From an optimization exercise on the open Yosys and OpenROAD flow, aimed at small area, a short achievable clock period and few clock cycles per item; shortcuts taken in it are not production practice.
Only simulation tests tie the RTL to the original design; equivalence was not proved.
Power and IR drop assume default switching activity.

// dotproduct
module dotproduct (
    input  logic         clk_i,
    input  logic         rst_ni,
    input  logic         start_i,
    input  logic [7:0]   nnz_i,
    input  logic [31:0]  a0_i, a1_i, a2_i, a3_i, a4_i,
                         a5_i, a6_i, a7_i, a8_i, a9_i,
    input  logic [31:0]  b0_i, b1_i, b2_i, b3_i, b4_i,
                         b5_i, b6_i, b7_i, b8_i, b9_i,
    input  logic [31:0]  c_i,
    output logic [63:0]  result_o,
    output logic         busy_o,
    output logic         result_valid_o,
    output logic [31:0]  cycle_count_o
);
Size: roughly 3700 cells after synthesis, ~140 flip-flops, about 780 I/O pins, ~0.026 mm² of cells after synthesis.
clock: 15.0 ns
lec_check: 0
abc_area: 1
cap_margin: 60
core_margin: 2
core_utilization: 40
slew_margin: 70
standard.sh (not shown) runs the stock make flow with config.mk's settings and CLKGATE_MAP_FILE= SYNTH_SCRIPT=/design/flow/synth_recipe.tcl, a recipe that flattens the netlist after the stock synthesis.
==> flow/flow/run.sh <==
#!/bin/bash
set -o pipefail
export BUFFER_PORTS_ARGS="-buffer_cell sky130_fd_sc_hd__buf_1"
bash standard.sh SYNTH_ARGS=-noabc SETUP_SLACK_MARGIN=9.25 finish > standard.log 2>&1
The starting point finished with timing, DRC and antenna clean.
Testbench counts at the start, summed over its fixed seeds: cycles 18,851, items 2,400.
Edit:
==> flow/flow/run.sh (replaced) <==
#!/bin/bash
set -o pipefail
export BUFFER_PORTS_ARGS="-buffer_cell sky130_fd_sc_hd__buf_1"
bash standard.sh SYNTH_ARGS=-noabc SETUP_SLACK_MARGIN=9.4 finish > standard.log 2>&1
Settings changed: CAP_MARGIN 60 to 50, SLEW_MARGIN 70 to 60.
Global-route usage drops by 0.15 points.
Area after synthesis stays the same.
Via count drops slightly.
Non-clock buffer count drops by 20.
Sequential share of layout area is about the same.


Setup of old:
Starting RTL as in the previous note.
==> flow/config.mk <==
export PLATFORM = sky130hd
export DESIGN_NAME = dotproduct
export DESIGN_NICKNAME = dotproduct
export VERILOG_FILES = /design/flow/design.v
export SDC_FILE = /design/flow/constraint.sdc
export NUM_CORES = 4
export LEC_CHECK = 0
export ABC_AREA = 1
export CAP_MARGIN = 50
export CORE_MARGIN = 2
export CORE_UTILIZATION = 40
export SLEW_MARGIN = 60
==> flow/constraint.sdc <==
create_clock -name core_clock -period 15.0 [get_ports {clk_i}]
set_input_delay 3.0000 -clock core_clock [delete_from_list [all_inputs] [get_ports {clk_i}]]
set_output_delay 3.0000 -clock core_clock [all_outputs]
set_load 0.01 [all_outputs]
==> flow/flow/run.sh <==
#!/bin/bash
set -o pipefail
export BUFFER_PORTS_ARGS="-buffer_cell sky130_fd_sc_hd__buf_1"
bash standard.sh SYNTH_ARGS=-noabc finish > standard.log 2>&1
Testbench counts of old, summed over its fixed seeds: cycles 18,851, items 2,400.
Here is what was changed in the inputs of new compared with old.
==> flow/flow/run.sh <==
#!/bin/bash
set -o pipefail
export BUFFER_PORTS_ARGS="-buffer_cell sky130_fd_sc_hd__buf_1"
bash standard.sh SETUP_SLACK_MARGIN=9.0 finish > standard.log 2>&1
diff --git a/flow/config.mk b/flow/config.mk
--- a/flow/config.mk
+++ b/flow/config.mk
@@ -9 +9 @@
-export CAP_MARGIN = 50
+export CAP_MARGIN = 20
@@ -12 +12,2 @@
-export SLEW_MARGIN = 60
+export CTS_BUF_LIST = sky130_fd_sc_hd__clkbuf_4 sky130_fd_sc_hd__clkbuf_8
+export SLEW_MARGIN = 20
==> run summary <==
Between old and new, multi-input gate share of total cell area decreased.
For net switching power, dividing the value from new by the value from old gives 0.916.
On switching power share of the total: between old and new, it ends up higher for old.
Worst setup margin | new above old
Met3 track utilization from global routing: new vs old down 2.3 points
In new, worst hold slack after final layout is higher than in old.


Another version of the RTL of dotproduct (not shown whole).
For scale: about 3700 cells after synthesis, roughly 780 I/O pins.
export LEC_CHECK = 0
export ABC_AREA = 1
export CAP_MARGIN = 50
export CORE_MARGIN = 2
export CORE_UTILIZATION = 40
export SLEW_MARGIN = 60
create_clock -name core_clock -period 15.0 [get_ports {clk_i}]
==> flow/flow/run.sh <==
#!/bin/bash
set -o pipefail
export BUFFER_PORTS_ARGS="-buffer_cell sky130_fd_sc_hd__buf_1"
bash standard.sh SYNTH_ARGS=-noabc SETUP_SLACK_MARGIN=9.0 finish > standard.log 2>&1
The starting point finished with timing, DRC and antenna clean.
Testbench counts at the start, summed over its fixed seeds: cycles 18,851, items 2,400.
Rerun with:
==> flow/flow/run.sh (replaced) <==
#!/bin/bash
set -o pipefail
export BUFFER_PORTS_ARGS="-buffer_cell sky130_fd_sc_hd__buf_1"
bash standard.sh SETUP_SLACK_MARGIN=9.0 finish > standard.log 2>&1
--- a/flow/config.mk
+++ b/flow/config.mk
@@ -9 +9 @@
-export CAP_MARGIN = 50
+export CAP_MARGIN = 70
@@ -12 +12,2 @@
-export SLEW_MARGIN = 60
+export CTS_BUF_LIST = sky130_fd_sc_hd__clkbuf_4 sky130_fd_sc_hd__clkbuf_8
+export SLEW_MARGIN = 80
The changed run finished with timing, DRC and antenna clean.
Combinational power goes down by about 3%.
Non-clock buffer count goes up by 74.
Sequential cell count is unchanged.
Area after synthesis goes up by 3.9%.

==> re-timing with driven ports <==
How much do the figures lean on ideal ports? The routed layouts below were timed once more, with nothing changed but the port constraints.
Step 1, drivers: a clkbuf_16 drives clk_i and a buf_2 each remaining input, both assumed.
Step 2 adds t to the input delays and takes it off the output delays; t is the mean of the earliest and latest rising clock arrival at the registers after step 1. Input paths then give back, and output paths get back, about the clock's delay inside the block.
Three values: ideal ports, drivers, drivers and shift; two values: the first two.
run | t, ns | setup WS [ns] | hold slack, ns | pins driven straight from the clock port
the first run of note 1 | 0.559 | 9.337 / 9.275 / 9.205 | 0.492 / 0.492 / 0.492 | 1
the second run of note 1 | 0.547 | 9.379 / 9.322 / 9.262 | 0.513 / 0.513 / 0.513 | 1
old | 0.549 | 8.771 / 8.766 / 8.771 | 0.483 / 0.483 / 0.483 | 1
new | 0.597 | 9.166 / 9.106 / 8.693 | 0.508 / 0.508 / 0.508 | 1
the first run of note 3 | 0.553 | 9.194 / 9.130 / 9.277 | 0.502 / 0.502 / 0.502 | 1
the second run of note 3 | 0.615 | 9.102 / 9.042 / 8.651 | 0.507 / 0.507 / 0.507 | 1
After both steps every run listed still meets setup and hold. The setup slack of new, which loses most, moves by -0.060 ns with the drivers and by -0.473 ns with both steps.
